This is an optimization exercise on Yosys and OpenROAD, whose aim is small area, not a production implementation. At most, simulation tests tie the RTL to the original design; equivalence was not proved. The RTL of runs 4 and 7 was laid out without a check of its function. Power figures rest on the tool's default switching activity, not on a simulated workload.

`design/flow/config.mk`:
```
export PLATFORM = sky130hd
export DESIGN_NAME = FPGA_ScoreBoard_TOP
export DESIGN_NICKNAME = FPGA_ScoreBoard_TOP
export VERILOG_FILES = /design/flow/design.v
export SDC_FILE = /design/flow/constraint.sdc
export NUM_CORES = 4
export LEC_CHECK = 0
export CAP_MARGIN = 20
export CORE_MARGIN = 2
export CORE_UTILIZATION = 40
export SLEW_MARGIN = 20
```
`design/flow/constraint.sdc`:
```
create_clock -name core_clock -period 20.0 [get_ports {CLK_50MHZ}]
set_input_delay 4.0000 -clock core_clock [delete_from_list [all_inputs] [get_ports {CLK_50MHZ}]]
set_output_delay 4.0000 -clock core_clock [all_outputs]
set_load 0.01 [all_outputs]
```
`design/flow/design.v`:
```
module FPGA_ScoreBoard_TOP(
	input CLK_50MHZ,
	input BTN_WEST,
	input RS232_DCE_RXD,
	output RS232_DCE_TXD,
	output [21:0] NF_A,
	input [7:0] NF_D_I,
	output [7:0] NF_D_O,
	output NF_D_OE,
	output NF_CE, NF_BYTE, NF_OE,
	output reg NF_RP,
	output NF_WE, NF_WP
);
wire clk = CLK_50MHZ;
wire rst = BTN_WEST;
reg [1:0] bc;                  
reg [11:0] acc;
reg tick_rx, tick_tx;
reg [3:0] tdiv;                
wire [12:0] acc_sum = {1'b0, acc} + 13'd151;
always @(posedge clk)
	if (rst) begin acc <= 0; tick_rx <= 0; end
	else begin acc <= acc_sum[11:0]; tick_rx <= ~acc[11] & acc_sum[11]; end
always @(posedge clk)
	if (rst) begin tdiv <= 0; tick_tx <= 0; end
	else begin
		tick_tx <= tick_rx & (tdiv == 4'd7);
		if (tick_rx) tdiv <= tdiv + 1'b1;
	end
reg mdone;
wire mrst = ~mdone;
always @(posedge clk)
	if (rst) mdone <= 0;
	else if (acc == 12'd1943) mdone <= 1;
always @(posedge clk) NF_RP <= rst;
reg rx_s1, rx_s2, m3, r2;
reg [7:0] rc;
reg [7:0] rxdata;              
wire maj = (m3 & r2) | (m3 & rx_s2) | (r2 & rx_s2);
wire rx_idle = (rc == 8'd255);
wire bytedone = ~mrst & tick_rx & (rc == 8'd0);
wire rx_shift = ~mrst & tick_rx & ~rx_idle & (rc[3:0] == 4'd4);
wire r3_hold = ~rx_idle & (rc[3:0] >= 4'd5) & (rc[3:0] <= 4'd10);
always @(posedge clk)
	if (tick_rx) begin
		rx_s1 <= RS232_DCE_RXD; rx_s2 <= rx_s1;
		if (~r3_hold) m3 <= rx_s2;
	end
always @(posedge clk)
	if (mrst) rc <= 8'd255;
	else if (tick_rx) begin
		if (rx_idle) begin if (m3 & ~rx_s2) rc <= 8'd143; end
		else begin
			rc <= rc - 1'b1;
			if (rc[3:0] == 4'd8) r2 <= rx_s2;
		end
	end
always @(posedge clk)
	if (rx_shift & bc != 2'd2) rxdata <= {maj, rxdata[7:1]};
reg [4:0] ps;
reg cmd_q;
reg [7:0] R;                   
reg [3:0] ts;
wire tx_wait = (ts == 4'd12) | (ts == 4'd13);
wire pickup = tick_tx & tx_wait;
always @(posedge clk)
	if (rst) ps <= (ps == 5'd11) ? 5'd12 : (ps >= 5'd13 & ps <= 5'd22) ? 5'd31 : 5'd0;
	else if (bytedone) ps <= 5'd1;
	else if (ps == 5'd0) ps <= 5'd0;
	else if (ps <= 5'd3) begin if (tick_rx) ps <= ps + 1'b1; end
	else if (ps == 5'd7 & bc != 2'd2) ps <= 5'd0;
	else if (ps == 5'd30) begin if (mrst | pickup) ps <= 5'd0; end
	else if (ps == 5'd31) ps <= 5'd0;
	else ps <= ps + 1'b1;
always @(posedge clk)
	if (rst) bc <= 0;
	else if (ps == 5'd7) bc <= (bc == 2'd2) ? 2'd0 : bc + 1'b1;
always @(posedge clk)
	if (rst) begin if (ps == 5'd11) cmd_q <= 0; end
	else if (ps == 5'd7 & bc == 2'd0) cmd_q <= rxdata[0];
wire act = (ps >= 5'd14 & ps <= 5'd23) | (ps == 5'd31);
always @(posedge clk)
	if (mrst) ts <= 4'd12;
	else if (tick_tx) begin
		if (tx_wait) ts <= (ps == 5'd30) ? 4'd15 : 4'd12;
		else if (ts == 4'd15) ts <= 4'd0;
		else if (ts == 4'd9) ts <= 4'd13;
		else ts <= ts + 1'b1;
	end
assign RS232_DCE_TXD = (ts == 4'd0) ? 1'b0 : (ts == 4'd12 | ts == 4'd15) ? 1'b1 : ~R[0];
always @(posedge clk)
	if (ps == 5'd23 & cmd_q) R <= NF_D_I;
	else if ((rx_shift & bc == 2'd2) | (tick_tx & ts >= 4'd1 & ts <= 4'd7)) R <= {maj, R[7:1]};
assign NF_A[21:8] = 14'd0;
assign NF_A[7:0] = rxdata;
assign NF_D_O = R;
assign NF_CE = ~act;
assign NF_OE = ~(act & cmd_q);
assign NF_WE = ~(act & ~cmd_q);
assign NF_D_OE = act & ~cmd_q;
assign NF_BYTE = 1'b0;
assign NF_WP = 1'b0;
endmodule
```
`design/flow/flow/run.sh`:
```
#!/bin/bash
# Layout flow: the standard flow (standard.sh) with these settings changed:
#  - synthesis: adders are left to ABC instead of being mapped to half/full-adder cells
#    (ADDER_MAP_FILE empty), and ABC maps with Yosys's default area script, given only the
#    liberty file and don't-use list (flow/abc_args.tcl) instead of ORFS's speed script;
#  - ports are buffered with sky130_fd_sc_hd__buf_1;
#  - the constant outputs share the one tie cell synthesis makes (SKIP_REPAIR_TIE_FANOUT);
#  - CTS builds its tree from sky130_fd_sc_hd__clkbuf_4 without dummy loads.
# The synthesis script is synth_recipe.tcl with only its source line pointed at the edited copy of
# ORFS's synth.tcl, so synth still runs with -nofsm -noshare and the netlist is flattened and
# renamed as synth_recipe.tcl does. Each tool's output goes to the logs ORFS writes under
# orfs/logs; make's own output goes to flow_make.log.
set -euo pipefail
W=$(pwd)
{ cat "$W/flow/abc_args.tcl"
  sed 's|log_cmd abc {\*}\$abc_args|log_cmd abc {*}[flow_abc_args $abc_args]|' "$FLOW_HOME/scripts/synth.tcl"
} > "$W/flow_synth.tcl"
grep -q 'log_cmd abc {\*}\[flow_abc_args \$abc_args\]' "$W/flow_synth.tcl"
sed "s|source \$::env(SCRIPTS_DIR)/synth.tcl|source $W/flow_synth.tcl|" \
  "$W/synth_recipe.tcl" > "$W/flow_synth_recipe.tcl"
grep -q "source $W/flow_synth.tcl" "$W/flow_synth_recipe.tcl"
sed "s|SYNTH_SCRIPT=[^ ]*|SYNTH_SCRIPT=$W/flow_synth_recipe.tcl|" "$W/standard.sh" > "$W/flow_standard.sh"
grep -q "SYNTH_SCRIPT=$W/flow_synth_recipe.tcl" "$W/flow_standard.sh"
bash "$W/flow_standard.sh" ADDER_MAP_FILE= SKIP_REPAIR_TIE_FANOUT=1 \
  "BUFFER_PORTS_ARGS=-buffer_cell sky130_fd_sc_hd__buf_1" \
  "CTS_ARGS=-sink_clustering_enable -repair_clock_nets -dont_use_dummy_load -buf_list sky130_fd_sc_hd__clkbuf_4 -sink_clustering_size 20" \
  finish > "$W/flow_make.log" 2>&1
```
`design/flow/flow/abc_args.tcl`:
```
# The arguments of ORFS's abc call without its -script, -constr and -D options: Yosys's default
# ABC script then maps for area with the liberty file and don't-use list alone.
proc flow_abc_args { args_in } {
  set out {}
  set skip 0
  foreach a $args_in {
    if { $skip } {
      set skip 0
      continue
    }
    if { $a in {-script -constr -D} } {
      set skip 1
      continue
    }
    lappend out $a
  }
  return $out
}
```
`design/flow/standard.sh`:
```
#!/bin/bash
# synth_recipe.tcl (not shown) runs the flow's synth.tcl, then flattens the netlist and writes it again
# the make line also repeats each setting of config.mk as NAME=value (left out here)
make -C /OpenROAD-flow-scripts/flow DESIGN_CONFIG=/design/flow/config.mk WORK_HOME=/design/flow/orfs CLKGATE_MAP_FILE= SYNTH_SCRIPT=/design/flow/synth_recipe.tcl "${@:-finish}"
```
==> impl_results.md, run 1 <==
- Pwr/cell area: 85.98 nW/um^2
- Fin. max-slew vios: 0
- FP Rows: 29
- Largest net degree at the start of global routing: 28
- Net Count, Synth: 266
- Mapped Area: 2625 sq um
- Part of the power in the clock network: 23.6%
- Final setup vio count: 0
- Top post-synthesis cells by area: edfxtp_1 (30%), dfxtp_1 (26%), buf_4 (4.6%)
- DRT iter0 DRCs: 69
- DRC: 0
- Setup bufs post-CTS: 0
- Initial Util: 41.34%
- Post-synthesis adder-cell area fraction: 0.3813%
- Clock Tree Buf Depth: 2
- Via/cell ratio: 5.281
- Dpl hpwl: 3160 microns
- Synth area leader: edfxtp_1
- Total of max-cap violations: 0
- Setup crit start kind: flop
- Count of cell types in the netlist: 39
- Cts hold-fix bufs: 0
- Simple-gate share of the synthesized area: 19.54%
- Met2 WL post-DR: 2026 microns
- Clock latency on the worst-skew pair: 0.41 ns
- Final hold vios: 0
- Layout area overhead: 7.007%
- Routed Antenna Nets: 0
- CTS HTree Levels: 3
- Slew headroom: 33.01%
- Flop pwr share: 62.4%
- Via count: 1896
- Die area: 7227 sq um
- Worst slack at placement: 14.75 ns
- GRT overflow: 0
- Synth cell count leaders: dfxtp_1 (34), edfxtp_1 (26), nand2_1 (22)
- Mapped Cells: 255
- Pint: 172.6 uW
- Fmax: 175.7 MHz
- Met3 wire length: 290 microns
- Chip height: 85.01 microns
- Layout cell share with drive strength beyond 1: 4.255%
- Met1 wire length: 2229 microns
- CTS tree: built
- Clock Skews: 0.04248 ns
- Total Power: 241.5 uW
- Unrepaired setup endpoints after global routing: false
- Crit-path max FO: 10
- Post-CTS resize count: 0
- XOR/XNOR Fraction of Synth Area: 2.002%
- Critical path type: reg -> out
- Initial antenna violation count: 0
- PnR worst setup slack: 14.31 ns
- Sw frac: 28.51%
- Port Buffers: 32
- Root buffer cell: clkbuf_4
- Maximum vdd drop: 48.38 uV
- Post-layout min period: 5.692 ns
- Top sig layer: met4
- Count leader, synth: dfxtp_1
- Global-route wire length before repair: 7879 microns
- Core area: 6350 sq um
- Hold Path Class: reg -> reg
- Final period utilization: 28.46%
- Gate power share: 13.9%
- Status: complete, no violations
- Antenna cells: 0
- Post-synth EDFFs: 26
- DR WL/cell: 12.89 microns
- TritonCTS Buffers: 9
- Yosys warns: 1
- Nets@finish: 295
- CTS sink cnt: 60
- Pre-antenna DRT Iters: 4
- Post-synthesis mux area share: 3.432%
- Psw: 68.86 uW
- Async SR Flop Fraction: 0%
- Largest family of logic cells by synthesized area: simple AND/OR/NAND/NOR gates
- Required time worst endpoint: 16.00 ns
- All-Layer GR Usage: 13.98%
- Clk slew on worst S/H paths: 0.09 ns
- Crit path DAT: 1.69 ns
- Static leakage: 0.0009520 uW
- Routed WL: 4626 microns
- Seq/Total Area, Yosys: 55.67%
- # IOs: 49
- Sum Neg Setup Slack: 0 ns
- Yosys top cell area share: 29.74%
- Main flop type after synthesis: dfxtp_1
- Post-synthesis compound-gate area fraction: 13.39%
- Die width: 85.01 microns
- Critical path endpoint category: output port
- Vias in the first global route: 1727
- Number of synthesized register bits: 60
- Worst Tran Pin Value: 0.9963 ns
- RD Place Congestion: 0.9003
- Syn_area_per_cell: 10.29 sq um
-- logic make-up (layout without fill, tap and decap cells) --
family                     count (synthesis)  in the layout
buffers and inverters                     22             49
muxes                                      8              8
other                                      1              1
adders and majority gates                  1              1
and+or+nand+nor                          100            100
DFF                                       60             60
xor gates and xnor gates                   6              6
AOI/OAI and AO/OA                         57             57
-- path summary, 6_finish.rpt --
| path | start | end | slack (ns) | depth (start not counted) |
|---|---|---|---|---|
| max reg2reg | rc[3] | rc[6] | 17.80 | 5 |
| min reg2reg | rxdata[6] | rxdata[5] | 0.45 | 0 |
| max | ps[2] | NF_D_OE | 14.31 | 5 |
| min | rxdata[6] | rxdata[5] | 0.45 | 0 |
-- power groups by stage --
stage | Sequential (uW) | Combinational (uW) | Clock, uW
4_1_cts | 150 | 33.6 | 60.9
5_1_grt | 153 | 38.3 | 65.5
3_3_place_gp | 152 | 34.7 | 0
2_1_floorplan | 150 | 28.2 | 0
3_5_place_dp | 153 | 33.3 | 0
6_report | 151 | 33.6 | 57.1
-- sequential cells by signal (all words and copies together) (netlist names), 2 cells and up --
| name | flops |
|---|---|
| rxdata | 8 |
| acc | 12 |
| ps | 5 |
| bc | 2 |
| tdiv | 4 |
| rc | 8 |
| R | 8 |
| ts | 4 |
-- stage by stage --
stage                     instance area [sq um]  std cells  hold WS (ns)  utilization [%]
after floorplan                            2625        255        0.4003                -
after global placement                     2736        350        0.4029            43.09
after detailed placement                   2736        350        0.4230            43.09
after CTS                                  2804        359        0.4603            44.16
after global routing                       2809        359        0.4772            44.24
final                                      2809        359        0.4525            44.24
-- layout by cell type, fill, tap and decap left out, types with 2 or more instances in the layout --
cell type  instances
o21a_1             4
xor2_1             3
and3_1             2
o21ai_0           15
nor2_1            19
nand4_1            6
or2_0              2
o31ai_1            3
clkbuf_4           9
mux2_1             8
and2_0             5
a21oi_1           15
or3_1              7
nor4_1             4
nand2b_1           2
buf_4              2
nand3b_1           3
buf_1             32
dfxtp_1           34
a31oi_1            5
o211ai_1           5
o22ai_1            2
nand2_1           22
edfxtp_1          26
nor3_1            13
clkinv_1           6
nand3_1            5
xnor2_1            3
o31a_1             2
nor2b_1            6
-- layout make-up --
cell class,instances,area [sq um]
Inverter,6,22.52
Clock buffer,9,67.56
Sequential cell,60,1461
Fill cell,610,3541
Tap cell,77,96.34
Multi-Input combinational cell,173,1026
Timing Repair Buffer,34,135.1
-- worst max-delay path, cell delays in order (launching register included) --
cell and delay, ns:
edfxtp_1 0.53, nand3_1 0.17, a31oi_1 0.29, nand2b_1 0.11, clkinv_1 0.05, buf_1 0.14
-- routing by layer --
metal	vias to the layer above	global-route usage, %
met1	850	16.55
met2	51	21.31
met3	8	6.226
li1	987	-
met5	-	0
met4	0	7.504
==> run 2: changes to the inputs <==
--- a/design/flow/flow/run.sh
+++ b/design/flow/flow/run.sh
@@ -6,5 +6,6 @@
 #  - ports are buffered with sky130_fd_sc_hd__buf_1;
 #  - the constant outputs share the one tie cell synthesis makes (SKIP_REPAIR_TIE_FANOUT);
-#  - CTS builds its tree from sky130_fd_sc_hd__clkbuf_4 without dummy loads.
+#  - CTS builds its tree from sky130_fd_sc_hd__clkbuf_4 without dummy loads;
+#  - after global routing, repair_timing downsizes gates off the critical paths (RECOVER_POWER).
 # The synthesis script is synth_recipe.tcl with only its source line pointed at the edited copy of
 # ORFS's synth.tcl, so synth still runs with -nofsm -noshare and the netlist is flattened and
@@ -22,5 +23,5 @@
 sed "s|SYNTH_SCRIPT=[^ ]*|SYNTH_SCRIPT=$W/flow_synth_recipe.tcl|" "$W/standard.sh" > "$W/flow_standard.sh"
 grep -q "SYNTH_SCRIPT=$W/flow_synth_recipe.tcl" "$W/flow_standard.sh"
-bash "$W/flow_standard.sh" ADDER_MAP_FILE= SKIP_REPAIR_TIE_FANOUT=1 \
+bash "$W/flow_standard.sh" ADDER_MAP_FILE= SKIP_REPAIR_TIE_FANOUT=1 RECOVER_POWER=100 \
   "BUFFER_PORTS_ARGS=-buffer_cell sky130_fd_sc_hd__buf_1" \
   "CTS_ARGS=-sink_clustering_enable -repair_clock_nets -dont_use_dummy_load -buf_list sky130_fd_sc_hd__clkbuf_4 -sink_clustering_size 20" \
--- a/design/flow/config.mk
+++ b/design/flow/config.mk
@@ -9,3 +9,4 @@
 export CORE_MARGIN = 2
 export CORE_UTILIZATION = 40
+export GPL_TIMING_DRIVEN = 0
 export SLEW_MARGIN = 20
==> impl_results.md, run 2 <==
- Hold Path Class: reg -> reg
- Via count: 1999 (+5.4%)
- Critical path type: reg -> out
- Number of synthesized register bits: 60 (unchanged)
- Async SR Flop Fraction: 0% (unchanged)
- Global-route wire length before repair: 7803 microns (-0.96%)
- FF/Latch Area: 1461 sq um (unchanged)
- Post-layout min period: 5.701 ns (+0.009200 ns)
- TritonCTS Buffers: 9 (unchanged)
- Crit-path leading delay family: flip-flops
- Sum Neg Setup Slack: 0 ns (unchanged)
- Syn_area_per_cell: 10.29 sq um (unchanged)
- Met3 Usage GRT: 3.988% (-2.2 points)
- Synth cell count leaders: dfxtp_1 (34), edfxtp_1 (26), nand2_1 (22)
- Count of non-filler cells in the finished layout: 373 (+3.9%)
- Crit path DAT: 1.70 ns (about the same)
- Simple-gate share of the synthesized area: 19.54% (unchanged)
- Routed WL: 4782 microns (+3.4%)
- Pwr/cell area: 84.02 nW/um^2 (-2.3%)
- Nets@finish: 309 (+4.7%)
- Fin Hold WS: 0.4344 ns (-0.01809 ns)
- Root buffer cell: clkbuf_4
- Placed cells: 364 (+4.0%)
- Largest net degree at the start of global routing: 28 (unchanged)
- All-Layer GR Usage: 13.50% (-0.48 points)
- Critical path endpoint category: output port
- Net Count, Synth: 266 (unchanged)
- Commonest non-fill, non-tap cells in the layout: dfxtp_1 (34), buf_1 (31), edfxtp_1 (26)
- Die width: 85.01 microns (unchanged)
- Count of cell types in the netlist: 39 (unchanged)
- Clock Skews: 0.03692 ns (-0.005556 ns)
- Layout cell share with drive strength beyond 1: 8.446% (+4.2 points)
- Worst slack at placement: 14.17 ns (-0.5754 ns)
- Setup bufs post-CTS: 0 (unchanged)
- Routed Antenna Nets: 0 (unchanged)
- Largest reg by FF count: acc
- Yosys warns: 1 (unchanged)
- Filler Cell Count: 617 (+1.1%)
- Dpl hpwl: 3275 microns (+3.6%)
- Cts hold-fix bufs: 0 (unchanged)
- Crit path from: ps[2]
- Bufs and invs on worst path: 2 (unchanged)
- Crit-path slowest cell: edfxtp_1
- CP peak stage delay: 0.53 ns (about the same)
- Total of max-cap violations: 0 (unchanged)
- CTS tree: built
- GRT overflow: 0 (unchanged)
- R2r startpoint: ps[2]
- Footprint of the multi-input gates: 1021 sq um (-0.49%)
- Most common cell after layout, fill and taps aside: dfxtp_1
- CTS HTree Levels: 3 (unchanged)
- Unrepaired setup endpoints after global routing: false
- Port Buffers: 32 (unchanged)
- Mapped Cells: 255 (unchanged)
- Slew headroom: 20.15% (-13 points)
- Final hold vios: 0 (unchanged)
- Clock Tree Buf Depth: 2 (unchanged)
- Post-synthesis compound-gate area fraction: 13.39% (unchanged)
- Via/cell ratio: 5.359 (+1.5%)
- Yosys top cell area share: 29.74% (unchanged)
- Static leakage: 0.001027 uW (+7.9%)
- Met2 GRT Util: 19.67% (-1.6 points)
- PnR worst setup slack: 14.30 ns (-0.009200 ns)
- Antenna cells: 0 (unchanged)
- Seq/Total Area, Yosys: 55.67% (unchanged)
- Synth area leader: edfxtp_1
- Fin. max-slew vios: 0 (unchanged)
- Initial antenna violation count: 0 (unchanged)
- Busiest metal layer after global routing: met2
- Clock latency on the worst-skew pair: 0.40 ns (about the same)
- Setup crit start kind: flop
- # IOs: 49 (unchanged)
- Pre-antenna DRT Iters: 6 (+2)
- Worst Tran Pin Value: 1.189 ns (+0.1923 ns)
- Final setup vio count: 0 (unchanged)
- Final period utilization: 28.51% (+0.046 points)
- Count leader, synth: dfxtp_1
- Fmax: 175.4 MHz (-0.16%)
- DRT iter0 DRCs: 83 (+20%)
- Post-synthesis mux area share: 3.432% (unchanged)
- XOR/XNOR Fraction of Synth Area: 2.002% (unchanged)
- Maximum vdd drop: 39.80 uV (-18%)
- Main flop type after synthesis: dfxtp_1
- Mapped Area: 2625 sq um (unchanged)
- RD Place Congestion: 0.8186 (-9.1%)
- Chip height: 85.01 microns (unchanged)
- HP Start: rx_s1
- FP Rows: 29 (unchanged)
- Die area: 7227 sq um (unchanged)
- Status: complete, no violations
- Max reg flops: 12 (unchanged)
- Post-synthesis adder-cell area fraction: 0.3813% (unchanged)
- Post-CTS resize count: 0 (unchanged)
- Layout area overhead: 10.82%
- CTS sink cnt: 60 (unchanged)
- Met1 Usage GRT: 18.13% (+1.6 points)
- Post-synth EDFFs: 26 (unchanged)
- Largest family of logic cells by synthesized area: simple AND/OR/NAND/NOR gates
- DR WL/cell: 12.82 microns (-0.51%)
- Crit-path max FO: 10 (unchanged)
- Critical Path, Cell by Cell: nand3_1, a31oi_1, nand2b_1, clkinv_1, buf_1
- Total Power: 244.4 uW (+1.2%)
- Required time worst endpoint: 16.00 ns (about the same)
- Vias in the first global route: 1709 (-1.0%)
- Initial Util: 41.34% (unchanged)
- Top post-synthesis cells by area: edfxtp_1 (30%), dfxtp_1 (26%), buf_4 (4.6%)
- Core area: 6350 sq um (unchanged)
- DRC: 0 (unchanged)
- Clk slew on worst S/H paths: 0.11 ns (+0.02 ns)
run 2: cell types whose count changed in the layout (fill, tap and decap cells not counted):
| cell | before | now |
|---|---|---|
| o31ai_2 | 1 | 0 |
| clkbuf_1 | 0 | 1 |
| buf_4 | 2 | 16 |
| o31ai_1 | 3 | 4 |
| buf_1 | 32 | 31 |
run 2: worst paths after layout:
path / end / slack, ns / cells after the start
setup reg to reg: R[6] / 17.49 / 4
hold / removal: rx_s2 / 0.43 / 0
hold reg to reg: rx_s2 / 0.43 / 0
setup / recovery: NF_D_OE / 14.30 / 5
run 2: metrics by stage:
stage	utilization, %	area [sq um]
6_report	45.81	2909
5_1_grt	45.81	2909
4_1_cts	45.89	2914
3_5_place_dp	44.83	2846
3_3_place_gp	44.75	2841
2_1_floorplan	-	2625
run 2: per-layer routing:
layer	part of all wire [%]	routed length (microns)	vias to the layer above
met4	1.7	80	0
met3	5.3	253	9
met5	0	0	-
met2	42	2018	47
met1	51	2429	925
li1	-	-	1018
run 2: power breakdown:
group          leakage (uW)  total [uW]  internal, uW  switching, uW
Clock             0.0000414        57.7          20.9           36.8
Combinational      0.000464        35.5          15.9           19.7
Sequential         0.000522         151           138           13.4
Total               0.00103         244           175           69.8
run 2: layout make-up:
type / instances / share of cell area (%)
clock buffers: 9 / 2.323
flip-flops and latches: 60 / 50.24
multi-input cells: 173 / 35.10
inverters: 6 / 0.7742
well taps: 77 / 3.312
plain buffers: 16 / 4.129
repair buffers: 32 / 4.129
run 2: logic make-up (layout without fill, tap and decap cells):
logic type	Yosys count	in the layout
muxes	8	8
adders and majority gates	1	1
other	1	1
and+or+nand+nor	100	100
buffers and inverters	22	63
AOI/OAI and AO/OA	57	57
DFF	60	60
xor gates and xnor gates	6	6
run 2: worst reg2reg max path, cell delays in order, from the launching register on:
cell and delay, ns:
edfxtp_1 0.53, nand3_1 0.17, nor3_1 0.97, a21oi_1 0.08, o31ai_1 0.35
==> run 3: changes to the inputs <==
--- a/design/flow/config.mk
+++ b/design/flow/config.mk
@@ -9,4 +9,3 @@
 export CORE_MARGIN = 2
 export CORE_UTILIZATION = 40
-export GPL_TIMING_DRIVEN = 0
 export SLEW_MARGIN = 20
==> impl_results.md, run 3 <==
- Final hold vios: 0 (unchanged)
- R2R Setup Slk: 17.80 ns (+0.31 ns)
- Port Buffers: 32 (unchanged)
- Part of the power in the clock network: 23.4% (-0.2 points)
- Initial Util: 41.34% (unchanged)
- Sum Neg Setup Slack: 0 ns (unchanged)
- Worst Tran Pin Value: 1.147 ns (-0.04157 ns)
- Clock Tree Buf Depth: 2 (unchanged)
- Yosys top cell area share: 29.74% (unchanged)
- DRC: 0 (unchanged)
- Largest net degree at the start of global routing: 28 (unchanged)
- CP peak stage delay: 0.53 ns (about the same)
- Post-CTS resize count: 0 (unchanged)
- CTS HTree Levels: 3 (unchanged)
- Via count: 1898 (-5.1%)
- Most common cell after layout, fill and taps aside: dfxtp_1
- Unrepaired setup endpoints after global routing: false
- FP Rows: 29 (unchanged)
- Syn_area_per_cell: 10.29 sq um (unchanged)
- RD Place Congestion: 0.9003 (+10%)
- GRT overflow: 0 (unchanged)
- Pint: 172.6 uW (-1.1%)
- Via/cell ratio: 5.287 (-1.3%)
- Count of cell types in the netlist: 39 (unchanged)
- Clock latency on the worst-skew pair: 0.39 ns (about the same)
- Nets@finish: 295 (-4.5%)
- Async SR Flop Fraction: 0% (unchanged)
- Routed Antenna Nets: 0 (unchanged)
- Crit-path leading delay family: flip-flops
- Yosys warns: 1 (unchanged)
- Clk slew on worst S/H paths: 0.09 ns (-0.02 ns)
- Sw frac: 28.23% (-0.35 points)
- Footprint of the multi-input gates: 1021 sq um (unchanged)
- Top post-synthesis cells by area: edfxtp_1 (30%), dfxtp_1 (26%), buf_4 (4.6%)
- Crit path from: ps[2]
- Cts hold-fix bufs: 0 (unchanged)
- Total of max-cap violations: 0 (unchanged)
- Critical path endpoint category: output port
- Die width: 85.01 microns (unchanged)
- Filler Cell Count: 612 (-0.81%)
- Crit-path max FO: 10 (unchanged)
- R2r startpoint: rc[3]
- Crit-path slowest cell: edfxtp_1
- Net Count, Synth: 266 (unchanged)
- TritonCTS Buffers: 9 (unchanged)
- Count leader, synth: dfxtp_1
- Placed inst area: 2736 sq um (-3.9%)
- Synth area leader: edfxtp_1
- Largest reg by FF count: acc
- DR WL/cell: 12.82 microns (about the same)
- Layout area overhead: 6.673%
- Chip height: 85.01 microns (unchanged)
- Status: complete, no violations
- Synth cell count leaders: dfxtp_1 (34), edfxtp_1 (26), nand2_1 (22)
- Gate power share: 13.9% (-0.6 points)
- Critical path type: reg -> out
- Fmax: 176.2 MHz (+0.48%)
- Max reg flops: 12 (unchanged)
- Fin Hold WS: 0.4531 ns (+0.01868 ns)
- Mapped Area: 2625 sq um (unchanged)
- Bufs and invs on worst path: 2 (unchanged)
- R2R depth: 5 (+1)
- Seq/Total Area, Yosys: 55.67% (unchanged)
- Global-route wire length before repair: 7879 microns (+0.97%)
- Design Area, Final: 2800 sq um (-3.7%)
- Setup bufs post-CTS: 0 (unchanged)
- Clock Skews: 0.04266 ns (+0.005737 ns)
- Final period utilization: 28.37% (-0.13 points)
- Critical Path, Cell by Cell: nand3_1, a31oi_1, nand2b_1, clkinv_1, buf_1
- Dpl hpwl: 3160 microns (-3.5%)
- Antenna cells: 0 (unchanged)
- Number of synthesized register bits: 60 (unchanged)
- Main flop type after synthesis: dfxtp_1
- Maximum vdd drop: 48.34 uV (+21%)
- Commonest non-fill, non-tap cells in the layout: dfxtp_1 (34), buf_1 (32), edfxtp_1 (26)
- Pwr/cell area: 85.89 nW/um^2 (+2.2%)
- CTS tree: built
- Fin. max-slew vios: 0 (unchanged)
- FF/Latch Area: 1461 sq um (unchanged)
- Vias in the first global route: 1727 (+1.1%)
- All-Layer GR Usage: 13.98% (+0.48 points)
- Layout cell share with drive strength beyond 1: 3.546% (-4.9 points)
- Psw: 67.89 uW (-2.8%)
- # IOs: 49 (unchanged)
- Die area: 7227 sq um (unchanged)
- Final setup vio count: 0 (unchanged)
- Initial antenna violation count: 0 (unchanged)
- Mapped Cells: 255 (unchanged)
- Post-synth EDFFs: 26 (unchanged)
- Pre-antenna DRT Iters: 4 (-2)
- HP Start: rxdata[6]
- Static leakage: 0.0009467 uW (-7.9%)
- Total number of cells along the worst setup path: 5 (unchanged)
- Setup crit start kind: flop
- Core area: 6350 sq um (unchanged)
- Routed WL: 4603 microns (-3.7%)
- Crit path DAT: 1.67 ns (-0.03 ns)
- Flop pwr share: 62.7% (+0.8 points)
- Post-layout min period: 5.674 ns (-0.02700 ns)
- Required time worst endpoint: 16.00 ns (about the same)
- Root buffer cell: clkbuf_4
- DRT iter0 DRCs: 70 (-16%)
- Hold Path Class: reg -> reg
- CTS sink cnt: 60 (unchanged)
- Slew headroom: 23.54% (+3.4 points)
- Hold Path Cell Cnt: 0 (unchanged)
[run 3: cell counts after synthesis]
Identical to the previous run, type by type.
[run 3: path summary, 6_finish.rpt]
| check | end |
|---|---|
| worst max-delay path | NF_D_OE |
| worst min-delay path | rxdata[5] |
| worst max register to register | rc[6] |
| worst min register to register | rxdata[5] |
[run 3: cell type report]
class / instances / share of cell area [%]
clock buffer: 9 / 2.413
inverter: 6 / 0.8043
multi-input combinational: 173 / 36.46
sequential: 60 / 52.19
tap: 77 / 3.441
timing repair buffer: 34 / 4.692
[run 3: power groups by stage]
stage               Sequential [uW]  Combinational, uW  Clock, uW
finish                          151               33.4       56.3
detailed placement              153               33.3          0
global placement                152               34.7          0
global route                    153               38.2       65.5
CTS                             150               33.6       60.9
floorplan                       150               28.2          0
[run 3: routing by layer]
| layer | wire length, microns | track usage (%) | up-vias | part of all wire (%) |
|---|---|---|---|---|
| met4 | 63 | 7.504 | 0 | 1.4 |
| met3 | 307 | 6.226 | 6 | 6.7 |
| li1 | - | - | 990 | - |
| met1 | 2203 | 16.55 | 838 | 48 |
| met2 | 2028 | 21.31 | 64 | 44 |
| met5 | 0 | 0 | - | 0 |
[run 3: cells by family after synthesis]
group	after synthesis	synth area share [%]
multiplexers	8	3.432
adder cells (fa/ha/maj)	1	0.3813
AO/OA/AOI/OAI	57	13.39
flip-flops	60	55.67
XOR/XNOR	6	2.002
other	1	0.1429
AND/OR/NAND/NOR	100	19.54
buffers and inverters	22	5.434
[run 3: through the flow]
step	total power (uW)	utilization (%)	worst slack (ns)	instances
final	240.5	44.10	14.33	359
after global routing	256.5	44.10	14.13	359
after CTS	245.0	44.16	14.28	359
after detailed placement	186.3	43.09	14.75	350
after global placement	186.6	43.09	14.82	350
after floorplan	178.2	-	14.92	255
==> run 4: changes to the inputs <==
--- a/design/flow/design.v
+++ b/design/flow/design.v
@@ -66,8 +66,7 @@
 always @(posedge clk)
 	if (rst) ps <= (ps == 5'd11) ? 5'd12 : (ps >= 5'd13 & ps <= 5'd22) ? 5'd31 : 5'd0;
-	else if (bytedone) ps <= 5'd1;
+	else if (bytedone & bc == 2'd2) ps <= 5'd1;
 	else if (ps == 5'd0) ps <= 5'd0;
 	else if (ps <= 5'd3) begin if (tick_rx) ps <= ps + 1'b1; end
-	else if (ps == 5'd7 & bc != 2'd2) ps <= 5'd0;
 	else if (ps == 5'd30) begin if (mrst | pickup) ps <= 5'd0; end
 	else if (ps == 5'd31) ps <= 5'd0;
@@ -75,8 +74,8 @@
 always @(posedge clk)
 	if (rst) bc <= 0;
-	else if (ps == 5'd7) bc <= (bc == 2'd2) ? 2'd0 : bc + 1'b1;
+	else if (bytedone) bc <= (bc == 2'd2) ? 2'd0 : bc + 1'b1;
 always @(posedge clk)
 	if (rst) begin if (ps == 5'd11) cmd_q <= 0; end
-	else if (ps == 5'd7 & bc == 2'd0) cmd_q <= rxdata[0];
+	else if (bytedone & bc == 2'd0) cmd_q <= rxdata[0];
 wire act = (ps >= 5'd14 & ps <= 5'd23) | (ps == 5'd31);
 always @(posedge clk)
==> impl_results.md, run 4 <==
- GRT overflow: 0 (unchanged)
- Via/cell ratio: 5.287 (about the same)
- Post-layout min period: 5.748 ns (+0.07420 ns)
- CTS HTree Levels: 3 (unchanged)
- Design Area, Final: 2811 sq um (+0.40%)
- Antenna cells: 0 (unchanged)
- Vias in the first global route: 1727 (unchanged)
- Clock latency on the worst-skew pair: 0.39 ns (about the same)
- Final setup vio count: 0 (unchanged)
- DRT iter0 DRCs: 84 (+20%)
- Busiest metal layer after global routing: met2
- Status: complete, no violations
- Die width: 85.19 microns (+0.21%)
- Synth area leader: edfxtp_1
- Setup bufs post-CTS: 0 (unchanged)
- CP peak stage delay: 0.54 ns (about the same)
- R2R Setup Slk: 17.73 ns (-0.07 ns)
- CTS sink cnt: 60 (unchanged)
- DRC: 0 (unchanged)
- Number of synthesized register bits: 60 (unchanged)
- Routed WL: 4583 microns (-0.43%)
- Initial Util: 41.52% (+0.18 points)
- Yosys top cell area share: 29.62% (-0.13 points)
- Count of cell types in the netlist: 44 (+13%)
- Commonest non-fill, non-tap cells in the layout: dfxtp_1 (34), buf_1 (32), edfxtp_1 (26)
- Crit-path slowest cell: edfxtp_1
- Clock Skews: 0.02289 ns (-0.01977 ns)
- Layout area overhead: 6.645% (about the same)
- DR WL/cell: 12.87 microns (+0.40%)
- Crit-path max FO: 11 (+1)
- Pwr/cell area: 86.40 nW/um^2 (+0.60%)
- Largest net degree at the start of global routing: 27 (-3.6%)
- Worst Tran Pin Value: 1.110 ns (-0.03720 ns)
- Critical Path, Cell by Cell: nand3_1, a31o_1, or2_0, clkinv_1, buf_1
- Largest reg by FF count: acc
- Mapped Cells: 252 (-1.2%)
- Static leakage: 0.0009787 uW (+3.4%)
- Top post-synthesis cells by area: edfxtp_1 (30%), dfxtp_1 (26%), buf_4 (4.6%)
- Global-route wire length before repair: 7638 microns (-3.1%)
- # IOs: 49 (unchanged)
- Clk slew on worst S/H paths: 0.09 ns (about the same)
- Crit-path leading delay family: flip-flops
- Most common cell after layout, fill and taps aside: dfxtp_1
- Nets@finish: 292 (-1.0%)
- Core area: 6350 sq um (unchanged)
- CTS tree: built
- Final period utilization: 28.74% (+0.37 points)
- Chip height: 85.19 microns (+0.21%)
- Routed Antenna Nets: 0 (unchanged)
- Fmax: 174.0 MHz (-1.3%)
- Root buffer cell: clkbuf_4
- Layout cell share with drive strength beyond 1: 3.584% (+0.038 points)
- FP Rows: 29 (unchanged)
- RD Place Congestion: 0.8030 (-11%)
- Main flop type after synthesis: dfxtp_1
- Seq/Total Area, Yosys: 55.43% (-0.24 points)
- Critical path endpoint category: output port
- Cts hold-fix bufs: 0 (unchanged)
- Pre-antenna DRT Iters: 4 (unchanged)
- Met2 GRT Util: 20.81% (-0.50 points)
- Final hold vios: 0 (unchanged)
- Footprint of the multi-input gates: 1032 sq um (+1.1%)
- Maximum vdd drop: 37.01 uV (-23%)
- Dpl hpwl: 3196 microns (+1.1%)
- Max reg flops: 12 (unchanged)
- Slew headroom: 25.38% (+1.8 points)
- Initial antenna violation count: 0 (unchanged)
- All-Layer GR Usage: 13.29% (-0.70 points)
- Total of max-cap violations: 0 (unchanged)
- PnR worst setup slack: 14.25 ns (-0.07420 ns)
- Worst slack at placement: 14.66 ns (-0.09480 ns)
- Setup crit start kind: flop
- Clock Tree Buf Depth: 2 (unchanged)
- Post-CTS resize count: 0 (unchanged)
- Bufs and invs on worst path: 2 (unchanged)
- Placed inst area: 2748 sq um (+0.41%)
- Met1 Usage GRT: 17.18% (+0.63 points)
- Post-synth EDFFs: 26 (unchanged)
- Mapped Area: 2636 sq um (+0.43%)
- TritonCTS Buffers: 9 (unchanged)
- Hold Path Class: reg -> reg
- FF/Latch Area: 1461 sq um (unchanged)
- Yosys warns: 1 (unchanged)
- Fin. max-slew vios: 0 (unchanged)
- Sum Neg Setup Slack: 0 ns (unchanged)
- Syn_area_per_cell: 10.46 sq um (+1.6%)
- Critical path type: reg -> out
- Required time worst endpoint: 16.00 ns (about the same)
- Unrepaired setup endpoints after global routing: false
- Crit path DAT: 1.75 ns (+0.08 ns)
- Met3 Usage GRT: 3.891% (-2.3 points)
- Async SR Flop Fraction: 0% (unchanged)
- Synth cell count leaders: dfxtp_1 (34), edfxtp_1 (26), nand2_1 (20)
- Port Buffers: 32 (unchanged)
- Via count: 1882 (-0.84%)
- Count leader, synth: dfxtp_1
- Net Count, Synth: 263 (-1.1%)
- Filler Cell Count: 639 (+4.4%)
- Die area: 7256 sq um (+0.41%)
==> run 4: cell types whose count changed after synthesis, moves of 3 or more <==
cell	previous run	this run
or3_1	7	2
a31oi_1	5	2
and2_0	5	2
nand2b_1	2	5
nand3b_1	3	0
nor3_1	13	10
nor3b_1	1	4
o211ai_1	5	2
o31ai_1	4	1
xnor2_1	3	6
==> run 4: worst register-to-register path: cells and delay by family (launching register included) <==
kind / cells / cell delay [ns]
AND/OR/NAND/NOR: 2 / 1.03
AO/OA/AOI/OAI: 2 / 0.54
flip-flops: 1 / 0.37
==> run 4: cell type report <==
cell class,instances,area share [%]
clock buffer,9,2.403
timing repair buffer,34,4.673
inverter,6,0.8011
multi-input combinational,170,36.72
sequential,60,51.98
tap,77,3.427
==> run 4: through the flow <==
| step | std cells | utilization [%] | hold slack (ns) | power (uW) |
|---|---|---|---|---|
| floorplan | 252 | - | 0.4003 | 179.8 |
| global placement | 347 | 43.27 | 0.4033 | 188.2 |
| detailed placement | 347 | 43.27 | 0.4045 | 188.8 |
| CTS | 356 | 44.34 | 0.4259 | 246.1 |
| global route | 356 | 44.28 | 0.4328 | 257.6 |
| finish | 356 | 44.28 | 0.4253 | 242.9 |
==> run 4: logic make-up after synthesis <==
kind of cell / after synthesis / share of synthesized area (%)
xor+xnor: 9 / 2.990
buf+inv: 22 / 5.411
mux: 9 / 3.797
fa+ha+maj: 1 / 0.3797
other cells: 1 / 0.1422
simple gates: 95 / 19.03
compound gates: 55 / 12.82
flops: 60 / 55.43
==> run 4: metal layers <==
layer | vias to the layer above | wire [microns]
li1 | 966 | -
met1 | 860 | 2256
met2 | 49 | 1979
met3 | 7 | 285
met4 | 0 | 62
met5 | - | 0
==> run 4: power breakdown <==
group	switching [uW]	internal [uW]
Sequential	13.6	138
Combinational	19.3	14.8
Clock	36.2	20.9
Total	69.1	174
==> run 4: final timing paths <==
path / startpoint / cells past startpoint / endpoint
min reg2reg: rx_s1 / 0 / rx_s2
min: rx_s1 / 0 / rx_s2
max reg2reg: rc[4] / 4 / ps[1]
max: ps[0] / 5 / NF_D_OE
==> run 5: changes to the inputs <==
--- a/design/flow/design.v
+++ b/design/flow/design.v
@@ -32,5 +32,5 @@
 always @(posedge clk)
 	if (rst) mdone <= 0;
-	else if (acc == 12'd1943) mdone <= 1;
+	else if ({acc[10], acc[7], acc[5], acc[4], acc[2], acc[1]} == 6'b110111) mdone <= 1;
 always @(posedge clk) NF_RP <= rst;
 reg rx_s1, rx_s2, m3, r2;
@@ -38,5 +38,5 @@
 reg [7:0] rxdata;              
 wire maj = (m3 & r2) | (m3 & rx_s2) | (r2 & rx_s2);
-wire rx_idle = (rc == 8'd255);
+wire rx_idle = rc[7] & rc[6];    
 wire bytedone = ~mrst & tick_rx & (rc == 8'd0);
 wire rx_shift = ~mrst & tick_rx & ~rx_idle & (rc[3:0] == 4'd4);
==> impl_results.md, run 5 <==
- GRT overflow: 0 (unchanged)
- Net Count, Synth: 261 (-0.76%)
- All-Layer GR Usage: 13.79% (+0.50 points)
- Finished Core Util: 43.80% (-0.47 points)
- Most common cell after layout, fill and taps aside: dfxtp_1
- Routed Antenna Nets: 0 (unchanged)
- Largest reg by FF count: acc
- Slew headroom: 22.34% (-3.0 points)
- PnR worst setup slack: 14.33 ns (+0.07790 ns)
- Post-synth EDFFs: 26 (unchanged)
- Global-route wire length before repair: 7817 microns (+2.3%)
- Hold Path Cell Cnt: 0 (unchanged)
- Gate power share: 14.0% (about the same)
- Psw: 66.05 uW (-4.4%)
- Layout cell share with drive strength beyond 1: 3.261% (-0.32 points)
- Worst slack at placement: 14.73 ns (+0.07690 ns)
- Clock latency on the worst-skew pair: 0.39 ns (about the same)
- Clk slew on worst S/H paths: 0.09 ns (about the same)
- Seq/Total Area, Yosys: 55.91% (+0.48 points)
- Root buffer cell: clkbuf_4
- # IOs: 49 (unchanged)
- Critical path type: reg -> out
- Vias in the first global route: 1660 (-3.9%)
- Critical path endpoint category: output port
- Routed WL: 4619 microns (+0.79%)
- Total of max-cap violations: 0 (unchanged)
- Clock Tree Buf Depth: 2 (unchanged)
- Layout area overhead: 6.415%
- Count of cell types in the netlist: 39 (-11%)
- Mapped Area: 2614 sq um (-0.85%)
- Yosys warns: 1 (unchanged)
- Chip height: 84.84 microns (-0.41%)
- DRT iter0 DRCs: 114 (+36%)
- Met1 wire length: 2341 microns (+3.8%)
- Hold Path Class: reg -> reg
- Async SR Flop Fraction: 0% (unchanged)
- Final hold vios: 0 (unchanged)
- Synth cell count leaders: dfxtp_1 (34), edfxtp_1 (26), nand2_1 (24)
- Sw frac: 27.62% (-0.82 points)
- DRC: 0 (unchanged)
- Met3 wire length: 189 microns (-34%)
- Fmax: 176.4 MHz (+1.4%)
- CTS HTree Levels: 3 (unchanged)
- Clock Skews: 0.02916 ns (+0.006267 ns)
- Largest net degree at the start of global routing: 27 (unchanged)
- Part of the power in the clock network: 24.4% (+0.9 points)
- Port Buffers: 32 (unchanged)
- Required time worst endpoint: 16.00 ns (about the same)
- Core area: 6350 sq um (unchanged)
- R2R depth: 5 (+1)
- Sum Neg Setup Slack: 0 ns (unchanged)
- CTS tree: built
- Pwr/cell area: 85.96 nW/um^2 (-0.51%)
- Commonest non-fill, non-tap cells in the layout: dfxtp_1 (34), buf_1 (32), edfxtp_1 (26)
- Via count: 1872 (-0.53%)
- Fin. max-slew vios: 0 (unchanged)
- Crit path DAT: 1.67 ns (-0.08 ns)
- Total Power: 239.1 uW (-1.6%)
- Synth area leader: edfxtp_1
- Unrepaired setup endpoints after global routing: false
- Post-layout min period: 5.671 ns (-0.07790 ns)
- Pint: 173.1 uW (-0.44%)
- Met2 WL post-DR: 2036 microns (+2.9%)
- Max reg flops: 12 (unchanged)
- Design Area, Final: 2781 sq um (-1.1%)
- Initial Util: 41.16% (-0.35 points)
- Worst Tran Pin Value: 1.153 ns (+0.04303 ns)
- Dpl hpwl: 3182 microns (-0.45%)
- Flop pwr share: 61.6% (-0.9 points)
- Yosys top cell area share: 29.87% (+0.26 points)
- Initial antenna violation count: 0 (unchanged)
- Top post-synthesis cells by area: edfxtp_1 (30%), dfxtp_1 (26%), buf_4 (4.6%)
- Setup crit start kind: flop
- Count leader, synth: dfxtp_1
- Final setup vio count: 0 (unchanged)
- Antenna cells: 0 (unchanged)
- Syn_area_per_cell: 10.46 sq um (about the same)
- Crit-path max FO: 9 (-2)
- Cts hold-fix bufs: 0 (unchanged)
- CTS sink cnt: 60 (unchanged)
- Status: complete, no violations
- Final period utilization: 28.35% (-0.39 points)
- Maximum vdd drop: 41.76 uV (+13%)
- Static leakage: 0.0009883 uW (+0.98%)
- Nets@finish: 289 (-1.0%)
- TritonCTS Buffers: 9 (unchanged)
- Number of synthesized register bits: 60 (unchanged)
- Setup bufs post-CTS: 0 (unchanged)
- Main flop type after synthesis: dfxtp_1
- Pre-antenna DRT Iters: 4 (unchanged)
- FP Rows: 29 (unchanged)
- RD Place Congestion: 0.8034 (about the same)
- Top sig layer: met4
- Via/cell ratio: 5.303 (+0.31%)
- Post-CTS resize count: 0 (unchanged)
- Die area: 7197 sq um (-0.82%)
- DR WL/cell: 13.08 microns (+1.6%)
- Die width: 84.84 microns (-0.41%)
- Placed inst area: 2718 sq um (-1.1%)
- Mapped Cells: 250 (-0.79%)
[run 5: worst paths after layout]
| check | start | slack [ns] | end |
|---|---|---|---|
| setup reg to reg | rc[0] | 17.45 | ps[4] |
| hold reg to reg | rx_s1 | 0.44 | rx_s2 |
| setup / recovery | ps[3] | 14.33 | NF_D_OE |
| hold / removal | rx_s1 | 0.44 | rx_s2 |
[run 5: cell families (layout without fill, tap and decap cells)]
kind of cell	Yosys count	count (layout)	synth area share, %
muxes	8	8	3.447
AOI/OAI and AO/OA	47	47	11.68
xor gates and xnor gates	6	6	2.011
adders and majority gates	1	1	0.3830
other	1	1	0.1435
buffers and inverters	17	43	4.739
and+or+nand+nor	110	110	21.68
DFF	60	60	55.91
[run 5: layer usage]
layer,track usage (%),up-vias
met5,0,-
met1,19.03,865
met4,6.494,0
li1,-,955
met3,4.377,5
met2,19.76,47
[run 5: area by class of cell]
class / count / area [sq um]
clock buffers: 9 / 67.56
repair buffers: 33 / 123.9
fillers: 614 / 3568
flip-flops and latches: 60 / 1461
well taps: 77 / 96.34
inverters: 1 / 3.754
multi-input cells: 173 / 1028
[run 5: metrics by stage]
step           hold WS [ns]  std cells
6_report             0.4355        353
5_1_grt              0.4442        353
4_1_cts              0.4300        353
3_5_place_dp         0.4119        344
3_3_place_gp         0.4029        344
2_1_floorplan        0.4003        250
[run 5: worst max-delay path, stage by stage (launching register included)]
cell,delay (ns)
edfxtp_1,0.52
and3_1,0.25
a21oi_1,0.17
or2_0,0.16
clkinv_1,0.07
buf_1,0.12
[run 5: power by group through the flow]
stage	logic [uW]	registers, uW	clock network (uW)
2_1_floorplan	27.8	148	0
3_3_place_gp	34.1	149	0
3_5_place_dp	33.1	150	0
4_1_cts	33.4	147	61.4
5_1_grt	38.6	149	65.2
6_report	33.4	147	58.4
==> run 6: changes to the inputs <==
--- a/design/flow/design.v
+++ b/design/flow/design.v
@@ -65,5 +65,9 @@
 wire pickup = tick_tx & tx_wait;
 always @(posedge clk)
-	if (rst) ps <= (ps == 5'd11) ? 5'd12 : (ps >= 5'd13 & ps <= 5'd22) ? 5'd31 : 5'd0;
+	if (rst) begin
+		if (~NF_RP & ps == 5'd11) ps <= 5'd12;
+		else if (~NF_RP & ps >= 5'd13 & ps <= 5'd22) ps <= 5'd31;
+		else ps <= 5'd0;
+	end
 	else if (bytedone & bc == 2'd2) ps <= 5'd1;
 	else if (ps == 5'd0) ps <= 5'd0;
@@ -76,5 +80,5 @@
 	else if (bytedone) bc <= (bc == 2'd2) ? 2'd0 : bc + 1'b1;
 always @(posedge clk)
-	if (rst) begin if (ps == 5'd11) cmd_q <= 0; end
+	if (rst) begin if (~NF_RP & ps == 5'd11) cmd_q <= 0; end
 	else if (bytedone & bc == 2'd0) cmd_q <= rxdata[0];
 wire act = (ps >= 5'd14 & ps <= 5'd23) | (ps == 5'd31);
==> impl_results.md, run 6 <==
- Critical path endpoint category: output port
- Hold Path Class: reg -> reg
- Via/cell ratio: 5.444 (+2.6%)
- Yosys top cell area share: 29.63% (-0.24 points)
- Critical path type: reg -> out
- Routed WL: 4645 microns (+0.56%)
- DRT iter0 DRCs: 71 (-38%)
- Total Power: 232.6 uW (-2.7%)
- Chip height: 85.17 microns (+0.39%)
- Post-CTS resize count: 0 (unchanged)
- Pwr/cell area: 83.01 nW/um^2 (-3.4%)
- Total of max-cap violations: 0 (unchanged)
- PnR worst setup slack: 14.28 ns (-0.04950 ns)
- Layout cell share with drive strength beyond 1: 3.249% (-0.012 points)
- Clk slew on worst S/H paths: 0.09 ns (about the same)
- CP endpoint: NF_D_OE
- Filler Cell Count: 627 (+2.1%)
- Count leader, synth: dfxtp_1
- Reg2reg end: ps[2]
- Top post-synthesis cells by area: edfxtp_1 (30%), dfxtp_1 (26%), buf_4 (4.6%)
- Setup bufs post-CTS: 0 (unchanged)
- Main flop type after synthesis: dfxtp_1
- CTS tree: built
- Maximum vdd drop: 55.46 uV (+33%)
- Worst Tran Pin Value: 1.027 ns (-0.1263 ns)
- Clock latency on the worst-skew pair: 0.39 ns (about the same)
- Final hold vios: 0 (unchanged)
- Required time worst endpoint: 16.00 ns (about the same)
- Antenna cells: 0 (unchanged)
- Net Count, Synth: 262 (+0.38%)
- Async SR Flop Fraction: 0% (unchanged)
- R2R Setup Slk: 17.86 ns (+0.41 ns)
- Root buffer cell: clkbuf_4
- Layout area overhead: 6.363% (about the same)
- DRC: 0 (unchanged)
- Fmax: 174.8 MHz (-0.86%)
- # IOs: 49 (unchanged)
- Syn_area_per_cell: 10.50 sq um (+0.41%)
- Critical Path, Cell by Cell: and3_1, o22ai_1, or2_0, clkinv_1, buf_1
- Setup crit start kind: flop
- Crit-path max FO: 7 (-2)
- R2R depth: 5 (unchanged)
- TritonCTS Buffers: 9 (unchanged)
- CTS sink cnt: 60 (unchanged)
- Placed inst area: 2739 sq um (+0.78%)
- Count of cell types in the netlist: 43 (+10%)
- Largest net degree at the start of global routing: 28 (+3.7%)
- Port Buffers: 32 (unchanged)
- Largest reg by FF count: acc
- Static leakage: 0.001004 uW (+1.6%)
- Sum Neg Setup Slack: 0 ns (unchanged)
- Nets@finish: 290 (+0.35%)
- Synth cell count leaders: dfxtp_1 (34), nand2_1 (29), edfxtp_1 (26)
- Design Area, Final: 2803 sq um (+0.76%)
- Die area: 7253 sq um (+0.78%)
- Global-route wire length before repair: 7866 microns (+0.63%)
- Status: complete, no violations
- Routed Antenna Nets: 0 (unchanged)
- Unrepaired setup endpoints after global routing: false
- GRT overflow: 0 (unchanged)
- Yosys warns: 1 (unchanged)
- Clock Tree Buf Depth: 2 (unchanged)
- Final setup vio count: 0 (unchanged)
- Crit-path slowest cell: edfxtp_1
- Via count: 1927 (+2.9%)
- Fin. max-slew vios: 0 (unchanged)
- Mapped Area: 2635 sq um (+0.81%)
- FP Rows: 29 (unchanged)
- Worst slack at placement: 14.70 ns (-0.03620 ns)
- Post-layout min period: 5.720 ns (+0.04950 ns)
- Clock Skews: 0.02784 ns (-0.001316 ns)
- DR WL/cell: 13.12 microns (+0.28%)
- Cts hold-fix bufs: 0 (unchanged)
- Die width: 85.17 microns (+0.39%)
- Final period utilization: 28.60% (+0.25 points)
- Dpl hpwl: 3353 microns (+5.4%)
- Crit path DAT: 1.72 ns (+0.05 ns)
- Commonest non-fill, non-tap cells in the layout: dfxtp_1 (34), buf_1 (32), nand2_1 (29)
- RD Place Congestion: 0.8181 (+1.8%)
- Initial antenna violation count: 0 (unchanged)
- All-Layer GR Usage: 13.94% (+0.16 points)
- Max reg flops: 12 (unchanged)
- Mapped Cells: 251 (+0.40%)
- Seq/Total Area, Yosys: 55.46% (-0.45 points)
- Core area: 6350 sq um (unchanged)
- Vias in the first global route: 1729 (+4.2%)
- Post-synth EDFFs: 26 (unchanged)
- Initial Util: 41.50% (+0.33 points)
- CTS HTree Levels: 3 (unchanged)
- Number of synthesized register bits: 60 (unchanged)
- R2r startpoint: mdone
- Slew headroom: 31.57% (+9.2 points)
- Most common cell after layout, fill and taps aside: dfxtp_1
- CP peak stage delay: 0.48 ns (-0.04 ns)
- Pre-antenna DRT Iters: 4 (unchanged)
- Synth area leader: edfxtp_1
- Crit path from: ps[0]
run 6: stage by stage:
stage               cells  hold slack, ns  utilization [%]
floorplan             251          0.4003                -
global placement      345          0.4027            43.13
detailed placement    345          0.4070            43.13
CTS                   354          0.4222            44.20
global route          354          0.4402            44.14
finish                354          0.4203            44.14
run 6: layout make-up:
cell class | instances | area (sq um) | area share [%]
Sequential cell | 60 | 1461 | 52.14
Multi-Input combinational cell | 172 | 1042 | 37.19
Timing Repair Buffer | 33 | 123.9 | 4.420
Tap cell | 77 | 96.34 | 3.437
Clock buffer | 9 | 67.56 | 2.411
Inverter | 3 | 11.26 | 0.4018
run 6: worst min path at each step:
stage            end  depth (start not counted)  slack [ns]   from
6_report       rx_s2                          0        0.42  rx_s1
5_1_grt        rx_s2                          0        0.44  rx_s1
4_1_cts        rx_s2                          0        0.42  rx_s1
3_5_place_dp   rx_s2                          0        0.41  rx_s1
3_3_place_gp   rx_s2                          0        0.40  rx_s1
2_1_floorplan  rx_s2                          0        0.40  rx_s1
run 6: layer usage:
layer  routed length [microns]  track usage (%)
met5                         0                0
met4                        40            6.494
met3                       241            5.350
met2                      2183            22.16
met1                      2180            16.69
run 6: logic make-up (layout without fill, tap and decap cells):
logic type	after synthesis	in the layout	synth area share [%]
muxes	8	8	3.419
other	1	1	0.1423
xor gates and xnor gates	5	5	1.662
adders and majority gates	1	1	0.3799
buffers and inverters	19	45	4.986
AOI/OAI and AO/OA	52	52	13.30
and+or+nand+nor	105	105	20.65
DFF	60	60	55.46
run 6: report_power, final:
part / switching (uW) / internal, uW / total [uW]
sequential: 10.5 / 137 / 147
combinational: 15.9 / 13.1 / 29.0
clock: 35.6 / 20.9 / 56.5
run 6: worst max-delay path: cells and delay by family, from the launching register on:
| family | cells | cell delay (ns) |
|---|---|---|
| buffers and inverters | 2 | 0.18 |
| and+or+nand+nor | 2 | 0.45 |
| DFF | 1 | 0.48 |
| AOI/OAI and AO/OA | 1 | 0.22 |
==> run 7: changes to the inputs <==
--- a/design/flow/design.v
+++ b/design/flow/design.v
@@ -32,5 +32,5 @@
 always @(posedge clk)
 	if (rst) mdone <= 0;
-	else if ({acc[10], acc[7], acc[5], acc[4], acc[2], acc[1]} == 6'b110111) mdone <= 1;
+	else if (acc == 12'd1943) mdone <= 1;
 always @(posedge clk) NF_RP <= rst;
 reg rx_s1, rx_s2, m3, r2;
@@ -38,5 +38,5 @@
 reg [7:0] rxdata;              
 wire maj = (m3 & r2) | (m3 & rx_s2) | (r2 & rx_s2);
-wire rx_idle = rc[7] & rc[6];    
+wire rx_idle = (rc == 8'd255);
 wire bytedone = ~mrst & tick_rx & (rc == 8'd0);
 wire rx_shift = ~mrst & tick_rx & ~rx_idle & (rc[3:0] == 4'd4);
@@ -65,26 +65,24 @@
 wire pickup = tick_tx & tx_wait;
 always @(posedge clk)
-	if (rst) begin
-		if (~NF_RP & ps == 5'd11) ps <= 5'd12;
-		else if (~NF_RP & ps >= 5'd13 & ps <= 5'd22) ps <= 5'd31;
-		else ps <= 5'd0;
-	end
-	else if (bytedone & bc == 2'd2) ps <= 5'd1;
+	if (rst) ps <= (ps == 5'd19) ? 5'd20 : (ps >= 5'd21 & ps <= 5'd30) ? 5'd31 : 5'd0;
+	else if (bytedone) ps <= 5'd1;
 	else if (ps == 5'd0) ps <= 5'd0;
-	else if (ps <= 5'd3) begin if (tick_rx) ps <= ps + 1'b1; end
-	else if (ps == 5'd30) begin if (mrst | pickup) ps <= 5'd0; end
-	else if (ps == 5'd31) ps <= 5'd0;
+	else if (ps <= 5'd3) begin if (tick_rx) ps <= (ps == 5'd3) ? 5'd12 : ps + 1'b1; end
+	else if (ps == 5'd4) begin if (tick_rx) ps <= mrst ? 5'd0 : 5'd5; end
+	else if (ps == 5'd5) begin if (mrst | pickup) ps <= 5'd0; end
+	else if (ps == 5'd15 & bc != 2'd2) ps <= 5'd0;
+	else if (ps == 5'd31) ps <= 5'd4;
 	else ps <= ps + 1'b1;
 always @(posedge clk)
 	if (rst) bc <= 0;
-	else if (bytedone) bc <= (bc == 2'd2) ? 2'd0 : bc + 1'b1;
+	else if (ps == 5'd15) bc <= (bc == 2'd2) ? 2'd0 : bc + 1'b1;
 always @(posedge clk)
-	if (rst) begin if (~NF_RP & ps == 5'd11) cmd_q <= 0; end
-	else if (bytedone & bc == 2'd0) cmd_q <= rxdata[0];
-wire act = (ps >= 5'd14 & ps <= 5'd23) | (ps == 5'd31);
+	if (rst) begin if (ps == 5'd19) cmd_q <= 0; end
+	else if (ps == 5'd15 & bc == 2'd0) cmd_q <= rxdata[0];
+wire act = (ps >= 5'd22);
 always @(posedge clk)
 	if (mrst) ts <= 4'd12;
 	else if (tick_tx) begin
-		if (tx_wait) ts <= (ps == 5'd30) ? 4'd15 : 4'd12;
+		if (tx_wait) ts <= (ps == 5'd5) ? 4'd15 : 4'd12;
 		else if (ts == 4'd15) ts <= 4'd0;
 		else if (ts == 4'd9) ts <= 4'd13;
@@ -93,5 +91,5 @@
 assign RS232_DCE_TXD = (ts == 4'd0) ? 1'b0 : (ts == 4'd12 | ts == 4'd15) ? 1'b1 : ~R[0];
 always @(posedge clk)
-	if (ps == 5'd23 & cmd_q) R <= NF_D_I;
+	if (ps == 5'd31 & cmd_q) R <= NF_D_I;
 	else if ((rx_shift & bc == 2'd2) | (tick_tx & ts >= 4'd1 & ts <= 4'd7)) R <= {maj, R[7:1]};
 assign NF_A[21:8] = 14'd0;
==> impl_results.md, run 7 <==
- Status: complete, no violations
- Total of max-cap violations: 0 (unchanged)
- Sw frac: 29.01% (+2.4 points)
- Worst Tran Pin Value: 1.095 ns (+0.06811 ns)
- Part of the power in the clock network: 23.6% (-0.7 points)
- Clock Tree Buf Depth: 2 (unchanged)
- Crit-path leading delay family: flip-flops
- Clock latency on the worst-skew pair: 0.39 ns (about the same)
- Die width: 85.88 microns (+0.83%)
- Commonest non-fill, non-tap cells in the layout: dfxtp_1 (34), buf_1 (32), edfxtp_1 (26)
- Simple-gate share of the synthesized area: 20.58% (-0.077 points)
- Fmax: 176.2 MHz (+0.77%)
- Largest net degree at the start of global routing: 29 (+3.6%)
- GRT overflow: 0 (unchanged)
- Count leader, synth: dfxtp_1
- Clock Skews: 0.02554 ns (-0.002300 ns)
- Yosys top cell area share: 29.12% (-0.51 points)
- CP peak stage delay: 0.59 ns (+0.11 ns)
- Hold Path Cell Cnt: 1 (+1)
- TritonCTS Buffers: 9 (unchanged)
- DRT iter0 DRCs: 121 (+70%)
- Most common cell after layout, fill and taps aside: dfxtp_1
- Post-layout min period: 5.677 ns (-0.04350 ns)
- Port Buffers: 32 (unchanged)
- R2R Setup Slk: 17.73 ns (-0.13 ns)
- Crit-path slowest cell: edfxtp_1
- XOR/XNOR Fraction of Synth Area: 1.960% (+0.30 points)
- Post-CTS resize count: 0 (unchanged)
- Hold EP: tick_tx
- Pwr/cell area: 85.31 nW/um^2 (+2.8%)
- CTS HTree Levels: 3 (unchanged)
- Final period utilization: 28.38% (-0.22 points)
- Clk slew on worst S/H paths: 0.09 ns (about the same)
- Via count: 2018 (+4.7%)
- Psw: 70.79 uW (+14%)
- Count of cell types in the netlist: 43 (unchanged)
- Routed WL: 4907 microns (+5.6%)
- Reg2reg end: R[0]
- DR WL/cell: 13.37 microns (+1.9%)
- Fin Hold WS: 0.4372 ns (+0.01688 ns)
- Routed Antenna Nets: 0 (unchanged)
- Global-route wire length before repair: 8107 microns (+3.1%)
- Filler Cell Count: 638 (+1.8%)
- Critical Path, Cell by Cell: a21o_1, nand2_1, or2_0, clkinv_1, buf_1
- Root buffer cell: clkbuf_4
- Async SR Flop Fraction: 0% (unchanged)
- Antenna cells: 0 (unchanged)
- Gate power share: 14.3% (+1.8 points)
- Layout area overhead: 6.673%
- Largest reg by FF count: acc
- Core area: 6422 sq um (+1.1%)
- Flop pwr share: 62.1% (-1.2 points)
- DRC: 0 (unchanged)
- Top post-synthesis cells by area: edfxtp_1 (29%), dfxtp_1 (25%), buf_4 (4.5%)
- Initial Util: 41.75% (+0.25 points)
- R2R depth: 4 (-1)
- Yosys warns: 1 (unchanged)
- # IOs: 49 (unchanged)
- HP Start: tdiv[3]
- Cts hold-fix bufs: 0 (unchanged)
- Post-synthesis mux area share: 3.360% (-0.059 points)
- Seq/Total Area, Yosys: 54.50% (-0.96 points)
- FP Rows: 29 (unchanged)
- Crit-path max FO: 12 (+5)
- Unrepaired setup endpoints after global routing: false
- Crit path DAT: 1.68 ns (-0.04 ns)
- Syn_area_per_cell: 10.27 sq um (-2.1%)
- FF/Latch Area: 1461 sq um (unchanged)
- Sum Neg Setup Slack: 0 ns (unchanged)
- Slew headroom: 27.03% (-4.5 points)
- Main flop type after synthesis: dfxtp_1
- Pint: 173.2 uW (+1.5%)
- Pre-antenna DRT Iters: 16 (+12)
- R2r startpoint: ps[2]
- Post-synth EDFFs: 26 (unchanged)
- Dpl hpwl: 3415 microns (+1.9%)
- Fin. max-slew vios: 0 (unchanged)
- Footprint of the multi-input gates: 1085 sq um (+4.1%)
- Synth area leader: edfxtp_1
- Post-synthesis compound-gate area fraction: 14.05% (+0.75 points)
- Mapped Cells: 261 (+4.0%)
- Die area: 7375 sq um (+1.7%)
- CTS tree: built
- Largest family of logic cells by synthesized area: simple AND/OR/NAND/NOR gates
- Static leakage: 0.0009441 uW (-6.0%)
- Nets@finish: 303 (+4.5%)
- Setup bufs post-CTS: 0 (unchanged)
- Bufs and invs on worst path: 2 (unchanged)
- Finished Core Util: 44.54% (+0.40 points)
- Number of synthesized register bits: 60 (unchanged)
- CTS sink cnt: 60 (unchanged)
- Vias in the first global route: 1778 (+2.8%)
- Final hold vios: 0 (unchanged)
- Synth cell count leaders: dfxtp_1 (34), edfxtp_1 (26), nand2_1 (24)
- Max reg flops: 12 (unchanged)
- Layout cell share with drive strength beyond 1: 3.103% (-0.15 points)
- All-Layer GR Usage: 14.12% (+0.18 points)
- RD Place Congestion: 0.8423 (+3.0%)
- Setup crit start kind: flop
- Post-synthesis adder-cell area fraction: 0.3733% (-0.0066 points)
- Hold Path Class: reg -> reg
- Net Count, Synth: 272 (+3.8%)
- Via/cell ratio: 5.499 (+1.0%)
- Critical path endpoint category: output port
- Initial antenna violation count: 0 (unchanged)
- Critical path type: reg -> out
- Required time worst endpoint: 16.00 ns (about the same)
- Final setup vio count: 0 (unchanged)
- Maximum vdd drop: 28.00 uV (-50%)
- Mapped Area: 2681 sq um (+1.8%)
- Chip height: 85.88 microns (+0.83%)
run 7: logic make-up (layout without fill, tap and decap cells):
family | Yosys count | after routing
multiplexers | 8 | 8
AO/OA/AOI/OAI | 60 | 60
buffers and inverters | 20 | 49
flip-flops | 60 | 60
AND/OR/NAND/NOR | 105 | 105
XOR/XNOR | 6 | 6
adder cells (fa/ha/maj) | 1 | 1
other | 1 | 1
run 7: final cells by class:
| type | count | share of cell area (%) |
|---|---|---|
| clock buffers | 9 | 2.362 |
| inverters | 4 | 0.5249 |
| multi-input cells | 181 | 37.93 |
| flip-flops and latches | 60 | 51.09 |
| well taps | 77 | 3.368 |
| repair buffers | 36 | 4.724 |
run 7: metal layers:
layer / vias up / global-route usage (%) / share of wire (%)
li1: 1021 / - / -
met4: 0 / 6.926 / 1.5
met3: 7 / 4.909 / 4.7
met1: 924 / 18.29 / 50
met2: 66 / 21.00 / 44
met5: - / 0 / 0
run 7: how the worst max path moves through the flow:
stage | from | slack [ns] | endpoint | depth (start not counted)
global placement | BTN_WEST | 14.73 | ps[2] | 6
finish | ps[2] | 14.32 | NF_D_OE | 5
floorplan | ps[2] | 14.78 | NF_D_OE | 4
global route | ps[2] | 14.19 | NF_D_OE | 5
CTS | ps[2] | 14.30 | NF_D_OE | 5
detailed placement | BTN_WEST | 14.68 | ps[2] | 6
run 7: worst register-to-register path, stage by stage (launching register included):
cell	delay, ns
edfxtp_1	0.59
and4_1	0.31
nand3_1	0.35
o311ai_0	0.35
clkbuf_1	0.35
run 7: metrics by stage:
step                cell area (sq um)  std cells  total power (uW)  setup WS, ns
floorplan                        2681        261             179.2         14.78
global placement                 2808        358             187.4         14.73
detailed placement               2808        358             188.8         14.68
CTS                              2875        367             246.0         14.30
global route                     2860        367             258.5         14.19
finish                           2860        367             244.0         14.32
run 7: power groups by stage:
stage / Sequential, uW / Combinational, uW / Clock (uW)
after floorplan: 150 / 29.2 / 0
after global placement: 153 / 34.3 / 0
after detailed placement: 154 / 34.5 / 0
after CTS: 151 / 34.7 / 59.8
after global routing: 154 / 38.9 / 65.6
final: 152 / 34.9 / 57.6

==> re-timing with driven ports <==
No port has a modelled driver above. Below, the same layouts with a new extraction and two added sets of constraints. Step 1 assumes that a clkbuf_16 drives the clock port and a buf_2 every other input. Step 2, shift: input delay + t, output delay - t, t = (earliest + latest rising clock arrival at the registers) / 2. This alone moves slack from input paths to output paths. Three values: ideal, step 1, step 2; two values: the first two.
run	shift t [ns]	setup slack, ns	cell pins on the clock port's net
run 1	0.410	14.308 / 14.284 / 14.694	1
run 2	0.403	14.299 / 14.273 / 14.178	1
run 3	0.396	14.326 / 14.301 / 14.051	1
run 4	0.399	14.252 / 14.227 / 14.187	1
run 5	0.398	14.329 / 14.304 / 14.164	1
run 6	0.399	14.280 / 14.256 / 14.191	1
run 7	0.411	14.323 / 14.297 / 14.030	1
After both steps every run listed still meets setup and hold. For run 7, which loses most, drivers alone change the setup slack by -0.026 ns; drivers and shift together by -0.293 ns.
